Background: an optimization exercise with open tools, aiming at small area. Do not read the settings as production practice.
RTL that was checked went through simulation tests only; none was proved equivalent to the original.
For run 4, only the layout was checked, not whether the RTL still works.
The flow treats the clock pin as an ideal source, which a real chip does not have.
Power figures rest on the tool's default switching activity, not on a simulated workload.

==> flow/design.v <==
module clock_divider (
    input  wire       clk,
    input  wire       rst,
    output wire       en_1hz,
    output wire       en_mux,
    output wire       en_debounce,
    output wire       en_capture,   
    output wire       en_after,     
    output wire [1:0] mux_sel       
);
    localparam [6:0] C_PRE = 7'd78;
    localparam [6:0] C_S0  = 7'd28;
    localparam [6:0] C_S97 = 7'd99;
    localparam [6:0] C_S99 = 7'd14;    
    localparam [6:0] H_S0   = 7'd0;
    localparam [6:0] H_S124 = 7'd80;   
    reg [6:0] c;
    reg       p;
    reg [1:0] sj;
    reg [6:0] hi;
    wire c_top  = (c == C_S99);
    wire lo_top = p & (sj == 2'b10);
    wire hi_top = (hi == H_S124);
    always @(posedge clk) begin
        if (rst) begin
            c  <= C_PRE;
            p  <= 1'b0;
            sj <= 2'b00;
            hi <= H_S0;
        end else begin
            c <= {c[5:0], ~(c[6] ^ c[5]) & ~c_top};
            if (c_top) begin
                p <= ~p;
                if (p)
                    sj <= {sj[0], ~sj[1]};
                if (lo_top)
                    hi <= {hi[5], hi[4] & ~hi_top, hi[3:0], ~(hi[6] ^ hi[5])};
            end
        end
    end
    assign en_debounce = c_top;
    assign en_mux      = c_top & p;
    assign en_1hz      = c_top & lo_top & hi_top;
    assign en_capture  = (c == C_S97);
    assign en_after    = (c == C_S0);
    assign mux_sel     = sj;
endmodule
module debouncer #(parameter LEVEL = 1) (
    input  wire clk,
    input  wire rst,          
    input  wire rst_level,    
    input  wire en_capture,
    input  wire en_sample,
    input  wire en_after,
    input  wire raw_in,
    output wire db_level,
    output wire db_pulse
);
    localparam [3:0] PEND = 4'd8;
    reg [3:0] count;
    reg       db_reg;
    reg g;
    always @(*) begin
        case (count)
            4'd0, 4'd1, 4'd2, 4'd3, 4'd8, 4'd12: g = 1'b1;
            default: g = 1'b0;
        endcase
    end
    wire pend  = (count == PEND);
    wire apply = pend & (LEVEL ? en_sample : en_after);
    always @(posedge clk) begin
        if (rst)
            count <= 4'd0;
        else if (en_capture)
            count <= (raw_in != db_reg) ? {count[2:0], g} : 4'd0;
    end
    always @(posedge clk) begin
        if (rst_level)
            db_reg <= 1'b0;
        else if (apply)
            db_reg <= ~db_reg;
    end
    assign db_level = db_reg;
    assign db_pulse = en_after & pend & ~db_reg;
endmodule
module fsm_controller (
    input  wire       clk,
    input  wire       rst,
    input  wire       en_1hz,
    input  wire       btn_confirm,
    input  wire       btn_nickel,
    input  wire       btn_dime,
    input  wire       btn_quarter,
    input  wire [1:0] sw_item,
    input  wire       sw_restock,
    input  wire [1:0] sel,
    output reg  [3:0] digit,
    output wire [3:0] item_leds
);
    localparam [3:0] S_IDLE = 4'b0010;
    localparam [3:0] S_SO1  = 4'b0001;
    localparam [3:0] S_SO0  = 4'b0000;
    localparam [3:0] S_SP1  = 4'b0101;
    localparam [3:0] S_SP0  = 4'b0100;
    localparam [3:0] S_INS  = 4'b0110;
    localparam [3:0] S_D2   = 4'b1010;
    localparam [3:0] S_D1   = 4'b1001;
    localparam [3:0] S_D0   = 4'b1000;
    localparam [3:0] S_C2   = 4'b1110;
    localparam [3:0] S_C1   = 4'b1101;
    localparam [3:0] S_C0   = 4'b1100;
    reg [3:0] state;
    reg       led_on;
    reg [1:0] sel_item;
    reg [4:0] val;
    reg [2:0] sold_0, sold_1, sold_2, sold_3;
    wire idle  = (state[3:2] == 2'b00) &  state[1];
    wire g_so  = (state[3:2] == 2'b00) & ~state[1];
    wire g_sp  = (state[3:2] == 2'b01) & ~state[1];
    wire g_ins = (state[3:2] == 2'b01) &  state[1];
    wire g_d   = (state[3:2] == 2'b10);
    wire g_c   = (state[3:2] == 2'b11);
    wire t0    = (state[1:0] == 2'b00);
    wire [1:0] idx = idle ? sw_item : sel_item;
    reg [2:0] cur_sold;
    always @(*) begin
        case (idx)
            2'd0: cur_sold = sold_0;
            2'd1: cur_sold = sold_1;
            2'd2: cur_sold = sold_2;
            default: cur_sold = sold_3;
        endcase
    end
    function [4:0] price5;
        input [1:0] item;
        case (item)
            2'd0: price5 = 5'd5;
            2'd1: price5 = 5'd10;
            2'd2: price5 = 5'd15;
            default: price5 = 5'd19;
        endcase
    endfunction
    wire [4:0] price = price5(sel_item);
    wire paid = (val >= price);
    wire restock_inc = idle && sw_restock && btn_confirm && (cur_sold != 3'b000);
    wire sale        = g_ins && paid;
    wire sold_we     = restock_inc | sale;
    wire [2:0] sold_new = sale ? {cur_sold[1:0], ~cur_sold[2]} : {~cur_sold[0], cur_sold[2:1]};
    always @(posedge clk) begin
        if (rst) begin
            sold_0 <= 3'b000;
            sold_1 <= 3'b000;
            sold_2 <= 3'b000;
            sold_3 <= 3'b000;
        end else if (sold_we) begin
            case (idx)
                2'd0: sold_0 <= sold_new;
                2'd1: sold_1 <= sold_new;
                2'd2: sold_2 <= sold_new;
                default: sold_3 <= sold_new;
            endcase
        end
    end
    always @(posedge clk) begin
        if (rst)
            led_on <= 1'b0;
        else
            led_on <= g_d;
    end
    always @(posedge clk) begin
        if (idle) begin
            sel_item <= sw_item;
            val      <= 5'd0;
        end else if (g_ins) begin
            if (paid)
                val <= {2'b00, val[2:0] - price[2:0]};
            else if (btn_nickel)
                val <= val + 5'd1;
            else if (btn_dime && val != 5'd18)
                val <= val + 5'd2;
            else if (btn_quarter && val <= 5'd14)
                val <= val + 5'd5;
        end
    end
    always @(posedge clk) begin
        if (rst)
            state <= S_IDLE;
        else if (idle) begin
            if (!sw_restock && btn_confirm)
                state <= (cur_sold == 3'b100) ? S_SO1 : S_SP1;
        end else if (g_ins) begin
            if (paid)
                state <= S_D2;
        end else if (t0) begin
            if (g_sp)
                state <= S_INS;
            else if (g_d && val[2:0] != 3'd0)
                state <= S_C2;
            else
                state <= S_IDLE;
        end else if (en_1hz)
            state <= state - 4'd1;
    end
    assign item_leds = led_on ? (4'b0001 << sel_item) : 4'b0000;
    reg [3:0] stock_digit;
    always @(*) begin
        case (cur_sold)
            3'b000: stock_digit = 4'd5;
            3'b001: stock_digit = 4'd4;
            3'b011: stock_digit = 4'd3;
            3'b111: stock_digit = 4'd2;
            3'b110: stock_digit = 4'd1;
            default: stock_digit = 4'd0;
        endcase
    end
    wire [3:0] val_tens  = val[4:1];
    wire [3:0] val_units = val[0] ? 4'd5 : 4'd0;
    reg [3:0] letter;
    always @(*) begin
        case (sw_item)
            2'd0: letter = 4'hA;
            2'd1: letter = 4'h8;
            2'd2: letter = 4'hC;
            default: letter = 4'hD;
        endcase
    end
    always @(*) begin
        if (idle) begin
            if (!sw_restock)
                digit = 4'h0;
            else case (sel)
                2'b00: digit = stock_digit;
                2'b01: digit = 4'hF;
                2'b11: digit = 4'hE;
                default: digit = letter;
            endcase
        end else if (g_d)
            digit = 4'hE;
        else if (g_so) begin
            case (sel)
                2'b00, 2'b01: digit = 4'hE;
                2'b11: digit = 4'hB;
                default: digit = 4'hA;
            endcase
        end else begin
            case (sel)
                2'b00: digit = g_sp ? ((sel_item == 2'd1) ? 4'd0 : 4'd5) : val_units;
                2'b01: digit = g_sp ? ((sel_item == 2'd0) ? 4'd2 : (sel_item == 2'd1) ? 4'd5 : (sel_item == 2'd2) ? 4'd7 : 4'd9) : val_tens;
                2'b11: digit = g_c ? 4'hD : 4'hF;
                default: digit = g_c ? 4'hC : 4'hF;
            endcase
        end
    end
endmodule
module seg_display (
    input  wire [1:0] sel,
    input  wire [3:0] cur_digit,    
    output reg  [6:0] seg,
    output wire       dp,
    output reg  [3:0] an
);
    always @(*) begin
        case (sel)
            2'b00: an = 4'b1110;
            2'b01: an = 4'b1101;
            2'b11: an = 4'b1011;
            default: an = 4'b0111;
        endcase
    end
    assign dp = 1'b1;
    always @(*) begin
        case (cur_digit)
            4'h0: seg = 7'b1000000;
            4'h1: seg = 7'b1111001;
            4'h2: seg = 7'b0100100;
            4'h3: seg = 7'b0110000;
            4'h4: seg = 7'b0011001;
            4'h5: seg = 7'b0010010;
            4'h6: seg = 7'b0000010;
            4'h7: seg = 7'b1111000;
            4'h8: seg = 7'b0000000;
            4'h9: seg = 7'b0010000;
            4'hA: seg = 7'b0010010;
            4'hB: seg = 7'b1000000;
            4'hC: seg = 7'b1000110;
            4'hD: seg = 7'b0001011;
            4'hE: seg = 7'b0111111;
            default: seg = 7'b1111111;
        endcase
    end
endmodule
module vending_top (
    input  wire       clk,
    input  wire       sys_rst,
    input  wire       btn_reset,
    input  wire       btn_confirm,
    input  wire       btn_nickel,
    input  wire       btn_dime,
    input  wire       btn_quarter,
    input  wire       sw_sel0,
    input  wire       sw_sel1,
    input  wire       sw_restock,
    output wire [6:0] seg,
    output wire       dp,
    output wire [3:0] an,
    output wire [3:0] led
);
    wire en_1hz, en_mux, en_debounce, en_capture, en_after;
    wire [1:0] mux_sel;
    wire rst, rst_pulse;
    wire db_sel0, db_sel1, db_restock;
    wire pulse_confirm, pulse_nickel, pulse_dime, pulse_quarter;
    wire [3:0] digit;
    assign rst = rst_pulse | sys_rst;
    clock_divider u_clkdiv (
        .clk(clk), .rst(rst),
        .en_1hz(en_1hz), .en_mux(en_mux), .en_debounce(en_debounce),
        .en_capture(en_capture), .en_after(en_after), .mux_sel(mux_sel)
    );
    debouncer #(.LEVEL(0)) u_db_reset (
        .clk(clk), .rst(rst), .rst_level(sys_rst),
        .en_capture(en_capture), .en_sample(en_debounce), .en_after(en_after),
        .raw_in(btn_reset), .db_level(), .db_pulse(rst_pulse)
    );
    debouncer #(.LEVEL(0)) u_db_confirm (
        .clk(clk), .rst(rst), .rst_level(rst),
        .en_capture(en_capture), .en_sample(en_debounce), .en_after(en_after),
        .raw_in(btn_confirm), .db_level(), .db_pulse(pulse_confirm)
    );
    debouncer #(.LEVEL(0)) u_db_nickel (
        .clk(clk), .rst(rst), .rst_level(rst),
        .en_capture(en_capture), .en_sample(en_debounce), .en_after(en_after),
        .raw_in(btn_nickel), .db_level(), .db_pulse(pulse_nickel)
    );
    debouncer #(.LEVEL(0)) u_db_dime (
        .clk(clk), .rst(rst), .rst_level(rst),
        .en_capture(en_capture), .en_sample(en_debounce), .en_after(en_after),
        .raw_in(btn_dime), .db_level(), .db_pulse(pulse_dime)
    );
    debouncer #(.LEVEL(0)) u_db_quarter (
        .clk(clk), .rst(rst), .rst_level(rst),
        .en_capture(en_capture), .en_sample(en_debounce), .en_after(en_after),
        .raw_in(btn_quarter), .db_level(), .db_pulse(pulse_quarter)
    );
    debouncer #(.LEVEL(1)) u_db_sel0 (
        .clk(clk), .rst(rst), .rst_level(rst),
        .en_capture(en_capture), .en_sample(en_debounce), .en_after(en_after),
        .raw_in(sw_sel0), .db_level(db_sel0), .db_pulse()
    );
    debouncer #(.LEVEL(1)) u_db_sel1 (
        .clk(clk), .rst(rst), .rst_level(rst),
        .en_capture(en_capture), .en_sample(en_debounce), .en_after(en_after),
        .raw_in(sw_sel1), .db_level(db_sel1), .db_pulse()
    );
    debouncer #(.LEVEL(1)) u_db_restock (
        .clk(clk), .rst(rst), .rst_level(rst),
        .en_capture(en_capture), .en_sample(en_debounce), .en_after(en_after),
        .raw_in(sw_restock), .db_level(db_restock), .db_pulse()
    );
    fsm_controller u_fsm (
        .clk(clk), .rst(rst), .en_1hz(en_1hz),
        .btn_confirm(pulse_confirm), .btn_nickel(pulse_nickel),
        .btn_dime(pulse_dime), .btn_quarter(pulse_quarter),
        .sw_item({db_sel1, db_sel0}), .sw_restock(db_restock),
        .sel(mux_sel), .digit(digit),
        .item_leds(led)
    );
    seg_display u_seg (
        .sel(mux_sel),
        .cur_digit(digit),
        .seg(seg), .dp(dp), .an(an)
    );
endmodule
==> flow/flow/run.sh <==
#!/bin/bash
# Own layout flow: ORFS's standard flow (standard.sh) with three changes:
#  - synthesis maps logic with an area-oriented ABC script (flow/abc_area.script:
#    AIG resynthesis with &deepsyn, then area mapping with &nf), used through a
#    copy of ORFS's scripts folder, and without extracting half/full adder
#    cells; registers are mapped as in the standard synthesis;
#  - input/output port buffers are the smallest buffer (buf_1);
#  - clock tree synthesis uses clkbuf_8 buffers and no dummy loads; after it,
#    flow/clk_downsize.tcl (run as ORFS's POST_CTS_TCL hook) turns each clock
#    buffer into a clkbuf_4 where the estimated flip-flop clock-pin slew stays
#    within 100 ps.
# Each make run's full output goes to a log file in this folder.
set -euo pipefail
W=$(pwd)
rm -rf "$W/scripts_mod"
cp -r "$FLOW_HOME/scripts" "$W/scripts_mod"
cp "$W/flow/abc_area.script" "$W/scripts_mod/abc_area.script"

bash standard.sh SCRIPTS_DIR="$W/scripts_mod" ADDER_MAP_FILE= synth > "$W/synth.log" 2>&1
rm -rf "$W/scripts_mod"

bash standard.sh \
  BUFFER_PORTS_ARGS="-buffer_cell sky130_fd_sc_hd__buf_1" \
  CTS_ARGS="-sink_clustering_enable -repair_clock_nets -dont_use_dummy_load -buf_list {sky130_fd_sc_hd__clkbuf_8} -root_buf sky130_fd_sc_hd__clkbuf_8" \
  POST_CTS_TCL="$W/flow/clk_downsize.tcl" \
  finish > "$W/pnr.log" 2>&1
==> flow/flow/abc_area.script <==
strash
&get -n
&st
&deepsyn -T 60
&nf -R 1000
&put
==> flow/flow/clk_downsize.tcl <==
proc clk_pin_worst_slew {} {
  set worst 0
  foreach pin [all_registers -clock_pins -edge_triggered] {
    foreach e {rise fall} {
      set s [sta::time_ui_sta [get_property $pin slew_max_$e]]
      set worst [expr {max($worst, $s * 1e12)}]
    }
  }
  return $worst
}
set limit 100
set small [[ord::get_db] findMaster sky130_fd_sc_hd__clkbuf_4]
estimate_parasitics -placement
puts "clock downsize: start worst slew [clk_pin_worst_slew] ps"
foreach inst [[ord::get_db_block] getInsts] {
  set m [$inst getMaster]
  if {[$m getName] ne "sky130_fd_sc_hd__clkbuf_8"} continue
  if {![string match "clkbuf_*" [$inst getName]]} continue
  $inst swapMaster $small
  estimate_parasitics -placement
  set w [clk_pin_worst_slew]
  if {$w > $limit} {
    $inst swapMaster $m
    estimate_parasitics -placement
    puts "clock downsize: keep [$inst getName] ($w ps)"
  } else {
    puts "clock downsize: [$inst getName] to clkbuf_4 ($w ps)"
  }
}
puts "clock downsize: end worst slew [clk_pin_worst_slew] ps"
==> flow/standard.sh <==
#!/bin/bash
# synth_recipe.tcl (not shown) runs the flow's synth.tcl, then flattens the netlist and writes it again
# the make line also repeats each setting of config.mk as NAME=value (left out here)
make -C /OpenROAD-flow-scripts/flow DESIGN_CONFIG=/design/flow/config.mk WORK_HOME=/design/flow/orfs CLKGATE_MAP_FILE= SYNTH_SCRIPT=/design/flow/synth_recipe.tcl "${@:-finish}"
==> flow/config.mk <==
export PLATFORM = sky130hd
export DESIGN_NAME = vending_top
export DESIGN_NICKNAME = vending_top
export VERILOG_FILES = /design/flow/design.v
export SDC_FILE = /design/flow/constraint.sdc
export NUM_CORES = 4
export LEC_CHECK = 0
export ABC_AREA = 1
export CAP_MARGIN = 0
export CORE_MARGIN = 2
export CORE_UTILIZATION = 60
export GPL_TIMING_DRIVEN = 0
export SLEW_MARGIN = 0
==> flow/constraint.sdc <==
create_clock -name core_clock -period 10.0 [get_ports {clk}]
set_input_delay 2.0000 -clock core_clock [delete_from_list [all_inputs] [get_ports {clk}]]
set_output_delay 2.0000 -clock core_clock [all_outputs]
set_load 0.01 [all_outputs]
==> notes.md, run 1 <==
final setup margin 2.71 ns; Max-cap violations 0; CP max FO 7; share of layout cells above drive strength 1 0.0344; period utilization 0.729; Crit. Startpoint u_fsm.state[1]; die height 81.0 µm; Synth-to-Final Area Change 8.96%; n_diodes 0; f_max 0.137 GHz; most common cell after layout, fill and taps aside dfxtp_1; Post-DP HPWL between 5000 and 6000 µm; CTS Sinks 81; largest net degree at the start of global routing 25; crit-path cells nor2b_1, nand2_1, mux2i_1, mux4_2, clkinv_1, nor3_1, o41ai_1, o211ai_1, nor2_1, o21ai_0, and2_0, nor3_1, o22ai_1, o2bb2ai_1, nor2_1, a21oi_1, a21oi_1, buf_1; multi-input logic area 0.00189 mm²; Max-slew headroom 0.154; Filler Cells Inserted roughly 510; row count 28; sequential area share after synthesis 0.455; Worst-path clk slew ~0.080 ns; final setup fails 0; Largest stage delay, worst path around 0.64 ns; grt ovf 0; GR Util All Layers 0.248; vias in the first global route about 2700; first-pass GRT wire length 12500 µm; die width approximately 81 µm; reg2reg setup slack between 6 and 7 ns; final-report hold violation count 0; top flop regs u_clkdiv.c (7), u_clkdiv.hi (7), u_fsm.val (5); setup_tns 0 ns; core area between 0.005 and 0.006 mm²; most frequent cells in the layout dfxtp_1, nor2_1, a22o_1; Mapped Avg Cell Area 8.86 µm²; register area 0.00162 mm²; PD cells between 100 and 150 mW/mm²; GPL Wtd Cong 0.897; CP max-delay cell mux4_2; clock insertion delay at the later pin of the skew report approximately 0.42 ns; status finished clean; Setup WS pre-CTS 3.21 ns; Max VDD drop roughly 0.0001 V; CTS tree yes; Distinct cells, synth 41; drt drc 0; DR WL/cell roughly 15 µm; CP Capture Point seg[1]; Final min period 7.29 ns; Final Slew Violations 0; die area 0.00657 mm²; I/O pin total 26; RR Endpoint u_db_restock.count[2]; WL final 7590 µm; CP arrival 5.29 ns; Via density 6.03; leakage power 1.33 nW; worst r2r path cells 8; kind of start point of the critical path flip-flop; final net count 448; Hold Crit Class flip-flop to flip-flop; post-synthesis net count 412; initial antenna violation count 0; Final Instance Area 0.00388 mm²; Mapped Cells 402; Worst Setup End Kind primary output; placed instance area 0.00377 mm²; Slew @ Worst Pin roughly 1.3 ns; clock skew 0.0249 ns; initial core utilization 0.612; fin cells 511; Synth Warn # 5; Yosys reg bits 81; Detailed Route Iter0 Violations 254; drt pass-1 iters 5; cell count after placement 502; required time at the worst-slack endpoint 8.00 ns; port bufs 24; Antenna Nets Post-Route 0; mapped cell area 0.00356 mm²; WHS 0.481 ns; unrepaired setup endpoints after global routing no; vias a little over 3000; FF-to-FF Start u_clkdiv.c[0]; worst setup path class flip-flop to primary output
==> worst max-delay path: cells and delay by family, from the launching register on <==
family | cells | cell delay (ns)
flops | 1 | 0.43
simple gates | 7 | 1.63
buf+inv | 2 | 0.29
mux | 2 | 1.22
compound gates | 7 | 1.33
==> stage by stage <==
| step | total power, W | utilization |
|---|---|---|
| final | 0.000511 | 0.667 |
| after floorplan | 0.000343 | - |
| after global routing | 0.000529 | 0.667 |
| after detailed placement | 0.000349 | 0.649 |
| after global placement | 0.000348 | 0.644 |
==> power by group <==
group	internal [W]	switching (W)
combinational	0.00000617	0.00000953
sequential	0.000324	0.00000169
clock	0.0000672	0.000102
==> cells in the mapped netlist <==
master | number | share of area
a31oi_1 | 2 | 0.0035
dfxtp_1 | 81 | 0.46
o21bai_1 | 3 | 0.0063
or2_0 | 3 | 0.0053
mux2i_1 | 2 | 0.0056
clkinv_1 | 12 | 0.013
xnor2_1 | 19 | 0.047
a21oi_1 | 17 | 0.024
nand2b_1 | 3 | 0.0053
o21ai_0 | 21 | 0.030
nand3b_1 | 6 | 0.013
a211o_1 | 1 | 0.0025
a22oi_1 | 2 | 0.0042
mux4_2 | 3 | 0.019
o32a_1 | 1 | 0.0028
and2_0 | 7 | 0.012
nor4b_1 | 2 | 0.0049
nor2_1 | 62 | 0.065
o22ai_1 | 7 | 0.012
o31ai_1 | 1 | 0.0021
and3_1 | 9 | 0.016
o41ai_1 | 1 | 0.0025
o211ai_1 | 1 | 0.0021
or3_1 | 7 | 0.012
o31a_1 | 1 | 0.0025
nor2b_1 | 4 | 0.0070
a41oi_1 | 1 | 0.0025
nand4_1 | 2 | 0.0035
buf_4 | 1 | 0.0021
o2bb2ai_1 | 1 | 0.0025
nand2_1 | 32 | 0.034
nor4_1 | 2 | 0.0035
a22o_1 | 50 | 0.12
nor3b_1 | 2 | 0.0042
a21boi_0 | 1 | 0.0021
nor3_1 | 23 | 0.032
a211oi_1 | 2 | 0.0042
conb_1 | 1 | 0.0011
nand3_1 | 4 | 0.0056
xor2_1 | 1 | 0.0025
a222oi_1 | 1 | 0.0028
==> final cells by class <==
| cell class | instances | share of cell area |
|---|---|---|
| sequential | 81 | 0.418 |
| multi-input combinational | 308 | 0.487 |
| tap | 75 | 0.0242 |
| inverter | 12 | 0.0116 |
| timing repair buffer | 25 | 0.0303 |
| clock buffer | 9 | 0.0271 |
| buffer | 1 | 0.00193 |
==> cell families (layout without fill, tap and decap cells) <==
kind of cell	after synthesis	count (layout)	synth area share
simple gates	168	168	0.224
compound gates	114	114	0.231
flops	81	81	0.455
xor+xnor	20	20	0.0492
buf+inv	13	47	0.0148
mux	5	5	0.0246
other cells	1	1	0.00105
==> per-layer routing <==
layer,GRT usage,part of all wire
met1,0.344,0.48
met2,0.386,0.46
met3,0.0422,0.041
met4,0.100,0.010
met5,0,0
==> worst min path at each step <==
stage	slack, ns	endpoint	from	cells after the start
global placement	0.46	u_clkdiv.c[3]	u_clkdiv.c[2]	1
floorplan	0.42	u_clkdiv.c[1]	u_clkdiv.c[0]	1
global route	0.50	u_fsm.sold_2[2]	u_fsm.sold_2[2]	1
detailed placement	0.46	u_fsm.sold_2[2]	u_fsm.sold_2[2]	1
finish	0.48	u_fsm.sold_1[2]	u_fsm.sold_1[2]	1
==> run 2: changes to the inputs <==
--- a/flow/config.mk
+++ b/flow/config.mk
@@ -8,6 +8,6 @@
 export ABC_AREA = 1
 export CAP_MARGIN = 0
 export CORE_MARGIN = 2
-export CORE_UTILIZATION = 60
+export CORE_UTILIZATION = 40
 export GPL_TIMING_DRIVEN = 0
 export SLEW_MARGIN = 0
==> notes.md, run 2 <==
top flop regs u_clkdiv.c (7), u_clkdiv.hi (7), u_fsm.val (5); worst r2r path cells 8 (unchanged); initial antenna violation count 0 (unchanged); vias 3008 (-2.3%); WL final 7680 µm (+1.1%); Final Slew Violations 0 (unchanged); Min-Delay Path Depth 1 (unchanged); DR WL/cell 14.1 µm (-5.0%); Yosys reg bits 81 (unchanged); grt ovf 0 (unchanged); synth top area cells dfxtp_1, a22o_1, nor2_1; Post-DP HPWL 5550 µm (+4.4%); Worst Setup End Kind primary output; Core Util, Final 0.449 (-0.218); drt drc 0 (unchanged); post-synth top area share 0.455 (unchanged); CP arrival 5.31 ns (+0.02 ns); n_diodes 0 (unchanged); vias in the first global route 2805 (+3.3%); Max VDD drop 0.0000751 V (-24%); initial core utilization 0.410 (-0.202); Yosys top cell by area dfxtp_1; Distinct cells, synth 41 (unchanged); crit-path cells nor2b_1, nand2_1, mux2i_1, mux4_2, clkinv_1, nor3_1, o41ai_1, o211ai_1, nor2_1, o21ai_0, and2_0, nor3_1, o22ai_1, o2bb2ai_1, nor2_1, a21oi_1, a21oi_1, buf_1; Antenna Nets Post-Route 0 (unchanged); die area 0.00967 mm² (+47%); placed instance area 0.00380 mm² (+0.76%); period utilization 0.731 (+0.00245); status finished clean; worst setup path class flip-flop to primary output; setup_tns 0 ns (unchanged); clock insertion delay at the later pin of the skew report 0.41 ns (about the same); hold path startpoint u_clkdiv.c[1]; most frequent cells in the layout dfxtp_1, nor2_1, a22o_1; Synth async-reset ratio 0 (unchanged); share of layout cells above drive strength 1 0.0344 (unchanged); Crit path max-delay family simple AND/OR/NAND/NOR gates; hold endpoint u_clkdiv.c[2]; Max-slew headroom 0.173 (+0.0191); leakage power 1.32 nW (-0.79%); row count 34 (+21%); FF-to-FF Start u_clkdiv.c[0]; Synth Warn # 5 (unchanged); Slew @ Worst Pin 1.24 ns (-0.0286 ns); largest net degree at the start of global routing 21 (-16%); first-pass GRT wire length 13100 µm (+4.6%); Final min period 7.31 ns (+0.0245 ns); commonest cells in the netlist dfxtp_1, nor2_1, a22o_1; core area 0.00868 mm² (+49%); post-synthesis net count 412 (unchanged); die width 98.4 µm (+21%); Via density 5.53 (-8.3%); CTS Sinks 81 (unchanged); final-report hold violation count 0 (unchanged); Worst-path clk slew 0.09 ns (about the same); GR Util All Layers 0.166 (-0.0828); sequential area share after synthesis 0.455 (unchanged); f_max 0.137 GHz (-0.34%); CP max FO 7 (unchanged); Post-synth top flop dfxtp_1; most common cell after layout, fill and taps aside dfxtp_1; die height 98.4 µm (+21%); kind of start point of the critical path flip-flop; clock skew 0.0208 ns (-0.00411 ns); I/O pin total 26 (unchanged); Max-cap violations 0 (unchanged); Post-synth EDFFs 0 (unchanged); Synth-to-Final Area Change 9.42%; PD cells 127 mW/mm² (-3.6%); CTS tree yes; final setup fails 0 (unchanged); cell with the most instances after synthesis dfxtp_1; port bufs 24 (unchanged); CP max-delay cell mux4_2; Final Instance Area 0.00390 mm² (+0.42%); GPL Wtd Cong 0.815 (-9.2%); WHS 0.473 ns (-0.00743 ns); Largest stage delay, worst path 0.64 ns (about the same); final net count 448 (unchanged); Hold Crit Class flip-flop to flip-flop; Detailed Route Iter0 Violations 115 (-55%); reg2reg setup slack 6.18 ns (-0.05 ns); required time at the worst-slack endpoint 8.00 ns (about the same); RR Endpoint u_db_nickel.count[0]; mapped cell area 0.00356 mm² (unchanged); drt pass-1 iters 4 (-1); unrepaired setup endpoints after global routing no; Mapped Avg Cell Area 8.86 µm² (unchanged); Mapped Cells 402 (unchanged); CP bufs+invs 2 (unchanged)
-- run 2: worst reg2reg max path, delay by kind of cell (launching register included) --
kind | cells | cell delay, ns
simple gates | 6 | 2.86
buf+inv | 1 | 0.27
flops | 1 | 0.33
compound gates | 1 | 0.24
-- run 2: stage by stage --
stage               cells  total power [W]  worst slack, ns
floorplan             402         0.000343             3.81
global placement      534         0.000348             3.24
detailed placement    535         0.000349             3.22
global route          544         0.000517             2.14
finish                544         0.000495             2.69
-- run 2: cell families after synthesis --
family	Yosys count	synth area share
other	1	0.00105
XOR/XNOR	20	0.0492
AO/OA/AOI/OAI	114	0.231
AND/OR/NAND/NOR	168	0.224
flip-flops	81	0.455
multiplexers	5	0.0246
buffers and inverters	13	0.0148
-- run 2: worst max path at each step --
stage | start | end | slack [ns] | cells after the start
global route | u_fsm.state[1] | seg[1] | 2.14 | 18
floorplan | u_fsm.state[1] | seg[1] | 3.81 | 17
global placement | u_fsm.state[1] | seg[1] | 3.24 | 18
finish | u_fsm.state[1] | seg[1] | 2.69 | 18
detailed placement | u_fsm.state[1] | seg[1] | 3.22 | 18
-- run 2: report_power, final --
part / switching (W) / internal, W
Clock: 0.0000951 / 0.0000587
Sequential: 0.00000166 / 0.000324
Combinational: 0.00000941 / 0.00000562
Total: 0.000106 / 0.000389
-- run 2: final cells by class --
cell class                 instances  area [µm²]
sequential                        81        1620
clock buffer                       9        92.6
inverter                          12        45.0
multi-input combinational        308        1890
buffer                             1        7.51
tap                              108         135
timing repair buffer              25         105
fill                             884        4780
-- run 2: metal layers --
layer / vias to the layer above / routed length (µm) / track usage
met5: - / 0 / 0
li1: 1539 / - / -
met3: 15 / 326 / 0.0387
met2: 69 / 3290 / 0.248
met1: 1385 / 3900 / 0.228
met4: 0 / 162 / 0.0727
==> run 3: changes to the inputs <==
==> flow/flow/run.sh (replaced) <==
#!/bin/bash
set -euo pipefail
W=$(pwd)
rm -rf "$W/scripts_mod"
cp -r "$FLOW_HOME/scripts" "$W/scripts_mod"
cp "$W/flow/abc_area.script" "$W/scripts_mod/abc_area.script"

bash standard.sh SCRIPTS_DIR="$W/scripts_mod" ADDER_MAP_FILE= synth > "$W/synth.log" 2>&1
rm -rf "$W/scripts_mod"

bash standard.sh \
  BUFFER_PORTS_ARGS="-buffer_cell sky130_fd_sc_hd__buf_1" \
  CTS_ARGS="-sink_clustering_enable -repair_clock_nets -dont_use_dummy_load -buf_list {sky130_fd_sc_hd__clkbuf_8} -root_buf sky130_fd_sc_hd__clkbuf_8" \
  POST_CTS_TCL="$W/flow/clk_downsize.tcl" \
  finish > "$W/pnr.log" 2>&1
==> flow/flow/clk_downsize.tcl (replaced) <==
proc clk_pin_worst_slew {} {
  set worst 0
  foreach pin [all_registers -clock_pins -edge_triggered] {
    foreach e {rise fall} {
      set s [sta::time_ui_sta [get_property $pin slew_max_$e]]
      set worst [expr {max($worst, $s * 1e12)}]
    }
  }
  return $worst
}
set limit 108
set db [ord::get_db]
set sizes {}
foreach n {sky130_fd_sc_hd__clkbuf_1 sky130_fd_sc_hd__clkbuf_2 sky130_fd_sc_hd__clkbuf_4} { lappend sizes [$db findMaster $n] }
estimate_parasitics -placement
puts "clock downsize: start worst slew [clk_pin_worst_slew] ps"
# leaves first, then the buffers that drive them
set bufs {}
foreach inst [[ord::get_db_block] getInsts] {
  if {[string match "clkbuf_*" [$inst getName]]} { lappend bufs [list [string match "clkbuf_0_*" [$inst getName]] $inst] }
}
foreach e [lsort -integer -index 0 $bufs] {
  set inst [lindex $e 1]
  set m [$inst getMaster]
  if {![string match "sky130_fd_sc_hd__clkbuf_*" [$m getName]]} continue
  if {![string match "clkbuf_*" [$inst getName]]} continue
  set done 0
  foreach s $sizes {
    if {$done} break
    $inst swapMaster $s
    estimate_parasitics -placement
    set w [clk_pin_worst_slew]
    if {$w <= $limit} {
      puts "clock downsize: [$inst getName] to [$s getName] ($w ps)"
      set done 1
    }
  }
  if {!$done} {
    $inst swapMaster $m
    estimate_parasitics -placement
    puts "clock downsize: keep [$inst getName] [$m getName]"
  }
}
puts "clock downsize: end worst slew [clk_pin_worst_slew] ps"
==> notes.md, run 3 <==
status finished clean; Final Slew Violations 0 (unchanged); WL final 7680 µm (about the same); Via density 5.53 (about the same); post-synthesis net count 412 (unchanged); setup_tns 0 ns (unchanged); worst setup path class flip-flop to primary output; Post-synth top flop dfxtp_1; RR Endpoint u_db_nickel.count[0]; Synth Warn # 5 (unchanged); I/O pin total 26 (unchanged); combinational power share 0.031 (about the same); Max-slew headroom 0.173 (unchanged); Antenna Nets Post-Route 0 (unchanged); die width 98.4 µm (unchanged); clock insertion delay at the later pin of the skew report 0.50 ns (+0.09 ns); Max VDD drop 0.0000749 V (-0.26%); final setup fails 0 (unchanged); most common cell after layout, fill and taps aside dfxtp_1; Post-DP HPWL 5550 µm (unchanged); sequential area share after synthesis 0.455 (unchanged); drt drc 0 (unchanged); kind of start point of the critical path flip-flop; Mapped Cells 402 (unchanged); Detailed Route Iter0 Violations 115 (unchanged); Yosys top cell by area dfxtp_1; port bufs 24 (unchanged); Synth async-reset ratio 0 (unchanged); Mapped Avg Cell Area 8.86 µm² (unchanged); most frequent cells in the layout dfxtp_1, nor2_1, a22o_1; row count 34 (unchanged); initial core utilization 0.410 (unchanged); DR WL/cell 14.1 µm (about the same); clock skew 0.0231 ns (+0.00236 ns); PD cells 126 mW/mm² (-0.50%); hold endpoint u_clkdiv.c[2]; switching share of power 0.216 (+0.00136); Filler Cells Inserted 885 (+0.11%); final-report hold violation count 0 (unchanged); unrepaired setup endpoints after global routing no; Setup WS pre-CTS 3.22 ns (unchanged); Worst Setup End Kind primary output; mapped cell area 0.00356 mm² (unchanged); Final min period 7.40 ns (+0.0876 ns); hold path startpoint u_clkdiv.c[1]; Hold Crit Class flip-flop to flip-flop; initial antenna violation count 0 (unchanged); period utilization 0.740 (+0.00876); share of layout cells above drive strength 1 0.0344 (unchanged); n_diodes 0 (unchanged); core area 0.00868 mm² (unchanged); commonest cells in the netlist dfxtp_1, nor2_1, a22o_1; CP max FO 7 (unchanged); Min-Delay Path Depth 1 (unchanged); CTS tree yes; CTS Sinks 81 (unchanged); Synth-to-Final Area Change 9.35% (about the same); FF-to-FF Start u_clkdiv.c[0]; drt pass-1 iters 4 (unchanged); Slew @ Worst Pin 1.24 ns (unchanged); required time at the worst-slack endpoint 8.00 ns (about the same); vias in the first global route 2805 (unchanged); die height 98.4 µm (unchanged); placed instance area 0.00380 mm² (unchanged); Distinct cells, synth 41 (unchanged); Pint 0.000386 W (-0.73%); GR Util All Layers 0.166 (unchanged); sw power 0.000106 W (about the same); Post-synth EDFFs 0 (unchanged); Sequential Power Share 0.662 (+0.003); largest net degree at the start of global routing 21 (unchanged); Max-cap violations 0 (unchanged); leakage power 1.32 nW (about the same); post-synth top area share 0.455 (unchanged); Final Instance Area 0.00389 mm² (about the same); final setup margin 2.60 ns (-0.0876 ns); reg2reg setup slack 6.17 ns (about the same); grt ovf 0 (unchanged); synth top area cells dfxtp_1, a22o_1, nor2_1; worst r2r path cells 8 (unchanged); first-pass GRT wire length 13100 µm (unchanged); final net count 448 (unchanged); Worst-path clk slew 0.09 ns (about the same); vias 3010 (+0.066%); top flop regs u_clkdiv.c (7), u_clkdiv.hi (7), u_fsm.val (5); f_max 0.135 GHz (-1.2%); cell with the most instances after synthesis dfxtp_1; clock power share 0.307 (-0.004); CP arrival 5.40 ns (+0.09 ns); die area 0.00967 mm² (unchanged); Yosys reg bits 81 (unchanged); GPL Wtd Cong 0.815 (unchanged)
run 3: changes by cell type in the layout (fill, tap and decap cells not counted):
cell / previous run / this run
clkbuf_2: 0 / 1
clkbuf_4: 5 / 4
run 3: power by group through the flow:
stage	Clock [W]	Combinational, W	Sequential, W
6_report	0.000151	0.0000150	0.000326
3_3_place_gp	0	0.0000142	0.000334
5_1_grt	0.000171	0.0000170	0.000327
2_1_floorplan	0	0.00000986	0.000333
3_5_place_dp	0	0.0000152	0.000334
run 3: cells by family (layout without fill, tap and decap cells):
kind of cell | after synthesis | in the layout | share of synthesized area
AND/OR/NAND/NOR | 168 | 168 | 0.224
AO/OA/AOI/OAI | 114 | 114 | 0.231
flip-flops | 81 | 81 | 0.455
XOR/XNOR | 20 | 20 | 0.0492
buffers and inverters | 13 | 47 | 0.0148
multiplexers | 5 | 5 | 0.0246
other | 1 | 1 | 0.00105
run 3: stage by stage:
stage / utilization / instances / power, W / hold slack [ns]
final: 0.449 / 544 / 0.000492 / 0.474
after global routing: 0.449 / 544 / 0.000514 / 0.492
after detailed placement: 0.438 / 535 / 0.000349 / 0.453
after global placement: 0.436 / 534 / 0.000348 / 0.453
after floorplan: - / 402 / 0.000343 / 0.421
run 3: worst max-delay path by stage:
stage,end,from,depth (start not counted)
6_report,seg[1],u_fsm.state[1],18
5_1_grt,seg[1],u_fsm.state[1],18
3_5_place_dp,seg[1],u_fsm.state[1],18
3_3_place_gp,seg[1],u_fsm.state[1],18
2_1_floorplan,seg[1],u_fsm.state[1],17
run 3: worst max-delay path, cell delays in order (launching register included):
cell	delay [ns]
dfxtp_1	0.42
nor2b_1	0.40
nand2_1	0.32
mux2i_1	0.57
mux4_2	0.64
clkinv_1	0.12
nor3_1	0.07
o41ai_1	0.40
o211ai_1	0.25
nor2_1	0.31
o21ai_0	0.14
and2_0	0.22
nor3_1	0.19
o22ai_1	0.15
o2bb2ai_1	0.18
nor2_1	0.13
a21oi_1	0.08
a21oi_1	0.14
buf_1	0.17
run 3: final cells by class:
| cell class | count | area, µm² | area share |
|---|---|---|---|
| Tap cell | 108 | 135 | 0.0347 |
| Multi-Input combinational cell | 308 | 1890 | 0.485 |
| Inverter | 12 | 45.0 | 0.0116 |
| Timing Repair Buffer | 25 | 105 | 0.0270 |
| Clock buffer | 9 | 90.1 | 0.0231 |
| Buffer | 1 | 7.51 | 0.00193 |
| Sequential cell | 81 | 1620 | 0.416 |
run 3: layer usage:
metal	wire length, µm	up-vias	GRT usage
li1	-	1539	-
met1	3900	1387	0.228
met2	3290	69	0.248
met3	326	15	0.0387
met4	163	0	0.0727
met5	0	-	0
==> run 4: changes to the inputs <==
--- a/flow/design.v
+++ b/flow/design.v
@@ -97,30 +97,21 @@
     output reg  [3:0] digit,
     output wire [3:0] item_leds
 );
-    localparam [3:0] S_IDLE = 4'b0010;
-    localparam [3:0] S_SO1  = 4'b0001;
-    localparam [3:0] S_SO0  = 4'b0000;
-    localparam [3:0] S_SP1  = 4'b0101;
-    localparam [3:0] S_SP0  = 4'b0100;
-    localparam [3:0] S_INS  = 4'b0110;
-    localparam [3:0] S_D2   = 4'b1010;
-    localparam [3:0] S_D1   = 4'b1001;
-    localparam [3:0] S_D0   = 4'b1000;
-    localparam [3:0] S_C2   = 4'b1110;
-    localparam [3:0] S_C1   = 4'b1101;
-    localparam [3:0] S_C0   = 4'b1100;
-    reg [3:0] state;
+    reg [6:0] ctl;
     reg       led_on;
     reg [1:0] sel_item;
-    reg [4:0] val;
     reg [2:0] sold_0, sold_1, sold_2, sold_3;
-    wire idle  = (state[3:2] == 2'b00) &  state[1];
-    wire g_so  = (state[3:2] == 2'b00) & ~state[1];
-    wire g_sp  = (state[3:2] == 2'b01) & ~state[1];
-    wire g_ins = (state[3:2] == 2'b01) &  state[1];
-    wire g_d   = (state[3:2] == 2'b10);
-    wire g_c   = (state[3:2] == 2'b11);
-    wire t0    = (state[1:0] == 2'b00);
+    wire [1:0] grp   = ctl[6:5];
+    wire [4:0] data  = ctl[4:0];
+    wire [1:0] timer = ctl[4:3];
+    wire       g_msg = (grp == 2'b00);
+    wire       idle  = g_msg & (ctl[1:0] == 2'b00);
+    wire       g_so  = g_msg & ctl[0];
+    wire       g_sp  = g_msg & ctl[1];
+    wire       g_ins = (grp == 2'b01);
+    wire       g_d   = (grp == 2'b10);
+    wire       g_c   = (grp == 2'b11);
+    wire       t0    = (timer == 2'b00);
     wire [1:0] idx = idle ? sw_item : sel_item;
     reg [2:0] cur_sold;
     always @(*) begin
@@ -141,7 +132,7 @@
         endcase
     endfunction
     wire [4:0] price = price5(sel_item);
-    wire paid = (val >= price);
+    wire paid = (data >= price);
     wire restock_inc = idle && sw_restock && btn_confirm && (cur_sold != 3'b000);
     wire sale        = g_ins && paid;
     wire sold_we     = restock_inc | sale;
@@ -167,39 +158,33 @@
         else
             led_on <= g_d;
     end
-    always @(posedge clk) begin
-        if (idle) begin
+    always @(posedge clk)
+        if (idle)
             sel_item <= sw_item;
-            val      <= 5'd0;
-        end else if (g_ins) begin
-            if (paid)
-                val <= {2'b00, val[2:0] - price[2:0]};
-            else if (btn_nickel)
-                val <= val + 5'd1;
-            else if (btn_dime && val != 5'd18)
-                val <= val + 5'd2;
-            else if (btn_quarter && val <= 5'd14)
-                val <= val + 5'd5;
-        end
-    end
     always @(posedge clk) begin
         if (rst)
-            state <= S_IDLE;
+            ctl <= 7'd0;
         else if (idle) begin
             if (!sw_restock && btn_confirm)
-                state <= (cur_sold == 3'b100) ? S_SO1 : S_SP1;
+                ctl <= {2'b00, 2'd1, 1'b0, (cur_sold == 3'b100) ? 2'b01 : 2'b10};
         end else if (g_ins) begin
             if (paid)
-                state <= S_D2;
+                ctl <= {2'b10, 2'd2, data[2:0] - price[2:0]};
+            else if (btn_nickel)
+                ctl[4:0] <= data + 5'd1;
+            else if (btn_dime && data != 5'd18)
+                ctl[4:0] <= data + 5'd2;
+            else if (btn_quarter && data <= 5'd14)
+                ctl[4:0] <= data + 5'd5;
         end else if (t0) begin
             if (g_sp)
-                state <= S_INS;
-            else if (g_d && val[2:0] != 3'd0)
-                state <= S_C2;
+                ctl <= {2'b01, 5'd0};
+            else if (g_d && data[2:0] != 3'd0)
+                ctl <= {2'b11, 2'd2, data[2:0]};
             else
-                state <= S_IDLE;
+                ctl <= 7'd0;
         end else if (en_1hz)
-            state <= state - 4'd1;
+            ctl[4:3] <= timer - 2'd1;
     end
     assign item_leds = led_on ? (4'b0001 << sel_item) : 4'b0000;
     reg [3:0] stock_digit;
@@ -213,8 +198,8 @@
             default: stock_digit = 4'd0;
         endcase
     end
-    wire [3:0] val_tens  = val[4:1];
-    wire [3:0] val_units = val[0] ? 4'd5 : 4'd0;
+    wire [3:0] val_tens  = {data[4:3] & {2{g_ins}}, data[2:1]};
+    wire [3:0] val_units = data[0] ? 4'd5 : 4'd0;
     reg [3:0] letter;
     always @(*) begin
         case (sw_item)
--- a/flow/flow/run.sh
+++ b/flow/flow/run.sh
@@ -1,4 +1,15 @@
 #!/bin/bash
+# Own layout flow: ORFS's standard flow (standard.sh) with three changes:
+#  - synthesis maps logic with an area-oriented ABC script (flow/abc_area.script:
+#    AIG resynthesis with &deepsyn, then area mapping with &nf), used through a
+#    copy of ORFS's scripts folder, and without extracting half/full adder
+#    cells; registers are mapped as in the standard synthesis;
+#  - input/output port buffers are the smallest buffer (buf_1);
+#  - clock tree synthesis uses clkbuf_8 buffers and no dummy loads; after it,
+#    flow/clk_downsize.tcl (run as ORFS's POST_CTS_TCL hook) turns each clock
+#    buffer into a clkbuf_4 where the estimated flip-flop clock-pin slew stays
+#    within 100 ps.
+# Each make run's full output goes to a log file in this folder.
 set -euo pipefail
 W=$(pwd)
 rm -rf "$W/scripts_mod"
==> flow/flow/clk_downsize.tcl (replaced) <==
proc clk_pin_worst_slew {} {
  set worst 0
  foreach pin [all_registers -clock_pins -edge_triggered] {
    foreach e {rise fall} {
      set s [sta::time_ui_sta [get_property $pin slew_max_$e]]
      set worst [expr {max($worst, $s * 1e12)}]
    }
  }
  return $worst
}
set limit 100
set small [[ord::get_db] findMaster sky130_fd_sc_hd__clkbuf_4]
estimate_parasitics -placement
puts "clock downsize: start worst slew [clk_pin_worst_slew] ps"
foreach inst [[ord::get_db_block] getInsts] {
  set m [$inst getMaster]
  if {[$m getName] ne "sky130_fd_sc_hd__clkbuf_8"} continue
  if {![string match "clkbuf_*" [$inst getName]]} continue
  $inst swapMaster $small
  estimate_parasitics -placement
  set w [clk_pin_worst_slew]
  if {$w > $limit} {
    $inst swapMaster $m
    estimate_parasitics -placement
    puts "clock downsize: keep [$inst getName] ($w ps)"
  } else {
    puts "clock downsize: [$inst getName] to clkbuf_4 ($w ps)"
  }
}
puts "clock downsize: end worst slew [clk_pin_worst_slew] ps"
--- a/flow/config.mk
+++ b/flow/config.mk
@@ -6,8 +6,7 @@
 export NUM_CORES = 4
 export LEC_CHECK = 0
 export ABC_AREA = 1
-export CAP_MARGIN = 0
+export CAP_MARGIN = 20
 export CORE_MARGIN = 2
 export CORE_UTILIZATION = 40
-export GPL_TIMING_DRIVEN = 0
-export SLEW_MARGIN = 0
+export SLEW_MARGIN = 20
==> notes.md, run 4 <==
Yosys top cell by area dfxtp_1; most frequent cells in the layout dfxtp_1, nor2_1, nand2_1, a22o_1, o21ai_0; synth top area cells dfxtp_1, a22o_1, nor2_1; kind of start point of the critical path flip-flop; required time at the worst-slack endpoint 8.00 ns (about the same); first-pass GRT wire length 14200 µm (+8.7%); Final min period 6.35 ns (-1.06 ns); clock skew 0.0280 ns (+0.00486 ns); vias 3248 (+7.9%); period utilization 0.635 (-0.106); cell count after placement 555 (+3.7%); worst setup path class flip-flop to primary output; unrepaired setup endpoints after global routing no; initial core utilization 0.413 (+0.00287); crit-path cells nor4_1, buf_4, mux2i_1, mux4_2, nor2_1, o22ai_1, a22oi_1, o21a_1, nand2_1, or2_0, and2_0, o21ai_0, nand2_1, nand2_1, buf_1; CP bufs+invs 2 (unchanged); Distinct cells, synth 48 (+17%); GPL Wtd Cong 0.885 (+8.5%); die width 99.1 µm (+0.81%); final-report hold violation count 0 (unchanged); Synth Warn # 5 (unchanged); Post-DP HPWL 6210 µm (+12%); Synth async-reset ratio 0 (unchanged); top flop regs u_clkdiv.c (7), u_clkdiv.hi (7), u_fsm.ctl (7); post-synthesis net count 431 (+4.6%); CP most frequent cell nand2_1; WHS 0.468 ns (-0.00547 ns); drt pass-1 iters 5 (+1); die height 99.1 µm (+0.81%); row count 34 (unchanged); leakage power 1.40 nW (+6.3%); Mapped Avg Cell Area 8.60 µm² (-2.9%); Worst Setup End Kind primary output; initial antenna violation count 0 (unchanged); cell with the most instances after synthesis dfxtp_1; CTS Sinks 79 (-2.5%); final net count 468 (+4.5%); Crit path max-delay family multiplexers; sequential area share after synthesis 0.437 (-0.0186); PD cells 193 mW/mm² (+53%); Max-slew headroom 0.407 (+0.234); Antenna Nets Post-Route 0 (unchanged); Max-cap violations 0 (unchanged); status finished clean; CP arrival 4.35 ns (-1.05 ns); I/O pin total 26 (unchanged); f_max 0.158 GHz (+17%); Worst-path clk slew 0.09 ns (about the same); post-synth top area share 0.437 (-0.0186); largest net degree at the start of global routing 26 (+24%); Slew @ Worst Pin 0.882 ns (-0.358 ns); Hold Crit Class flip-flop to flip-flop; DR WL/cell 15.4 µm (+8.8%); grt ovf 0 (unchanged); Via density 5.76 (+4.1%); Post-synth EDFFs 0 (unchanged); fin cells 564 (+3.7%); CTS tree yes; Mapped Cells 421 (+4.7%); CP max-delay cell mux4_2; Yosys reg bits 79 (-2.5%); setup_tns 0 ns (unchanged); mapped cell area 0.00362 mm² (+1.7%); GR Util All Layers 0.181 (+0.0157); n_diodes 0 (unchanged); Post-synth top flop dfxtp_1; Final Slew Violations 0 (unchanged); share of layout cells above drive strength 1 0.0307 (-0.00370); clock insertion delay at the later pin of the skew report 0.43 ns (-0.07 ns); Synth-to-Final Area Change 9.36% (about the same); WL final 8660 µm (+13%); final setup fails 0 (unchanged); die area 0.00983 mm² (+1.6%); drt drc 0 (unchanged); vias in the first global route 2931 (+4.5%); port bufs 24 (unchanged); commonest cells in the netlist dfxtp_1, nor2_1, a22o_1, nand2_1, o21ai_0; most common cell after layout, fill and taps aside dfxtp_1; Detailed Route Iter0 Violations 201 (+75%); CP max FO 15 (+8); Max VDD drop 0.0000677 V (-9.5%); Largest stage delay, worst path 0.66 ns (+0.02 ns); core area 0.00876 mm² (+0.98%)
[run 4: cell types whose count changed after synthesis, sizes merged, moves of 4 or more]
cell / change
nor2: -5
nand2b: +4
and3: -5
or3b: +4
nor3: -11
o21ai: +13
nand2: +11
a21oi: +6
a22o: -7
nand3: +4
[run 4: logic make-up (layout without fill, tap and decap cells)]
family,count (synthesis),after routing,share of synthesized area
AOI/OAI and AO/OA,136,136,0.260
buffers and inverters,10,45,0.0114
other,1,1,0.00104
muxes,7,7,0.0232
DFF,79,79,0.437
xor gates and xnor gates,19,19,0.0460
and+or+nand+nor,169,169,0.222
[run 4: where the power goes]
group,switching (W),internal [W],leakage (nW)
Sequential,0.0000225,0.000325,0.639
Clock,0.0000977,0.0000587,0.0518
Combinational,0.000164,0.0000981,0.708
Total,0.000284,0.000482,1.40
[run 4: per-layer routing]
layer | global-route usage | part of all wire | vias up
met1 | 0.248 | 0.48 | 1518
met5 | 0 | 0 | -
li1 | - | - | 1626
met4 | 0.0748 | 0.026 | 0
met3 | 0.0492 | 0.056 | 18
met2 | 0.272 | 0.44 | 86
[run 4: layout make-up]
class                      instances  area, µm²
clock buffer                       9       92.6
fill                             889       4800
inverter                           9       33.8
multi-input combinational        332       2000
sequential                        79       1580
tap                              108        135
timing repair buffer              27        116
[run 4: metrics by stage]
stage | util | instance area, µm² | power, W | setup slack [ns]
floorplan | - | 3620 | 0.000539 | 3.95
global placement | 0.440 | 3860 | 0.000612 | 4.20
detailed placement | 0.441 | 3870 | 0.000614 | 4.14
global route | 0.452 | 3960 | 0.000822 | 3.16
finish | 0.452 | 3960 | 0.000766 | 3.65
[run 4: worst paths after layout]
kind              slack [ns]       endpoint          start  depth (start not counted)
hold reg to reg         0.47  u_clkdiv.c[1]  u_clkdiv.c[0]                          1
setup / recovery        3.65         seg[2]   u_fsm.ctl[0]                         15
setup reg to reg        6.01   u_fsm.ctl[0]   u_fsm.ctl[0]                         14
hold / removal          0.47  u_clkdiv.c[1]  u_clkdiv.c[0]                          1

what the ideal ports hide:
In the flow no input, the clock included, has a driving cell. The finished layouts below were timed again as built, in two steps.
Step 1 (the two cells are an assumption about what drives the block):
set clk [get_ports {clk}]
set_driving_cell -lib_cell sky130_fd_sc_hd__clkbuf_16 $clk
set_driving_cell -lib_cell sky130_fd_sc_hd__buf_2 [delete_from_list [all_inputs] $clk]
Step 2 times the ports against the registers' clock, not the clock port: input delays grow and output delays shrink by t, the midpoint of the rising clock arrivals with the driver on.
Slacks: no drivers / after step 1 / after step 2; pairs: no drivers / after step 1.
run | shift t [ns] | slack for setup (ns) | worst slew at a driven data input, ns
run 1 | 0.434 | 2.710 / 2.683 / 3.117 | 0.03
run 2 | 0.432 | 2.685 / 2.657 / 3.089 | 0.03
run 3 | 0.518 | 2.598 / 2.570 / 3.087 | 0.03
run 4 | 0.441 | 3.655 / 3.625 / 4.066 | 0.04
After both steps setup and hold are still met in every run listed.
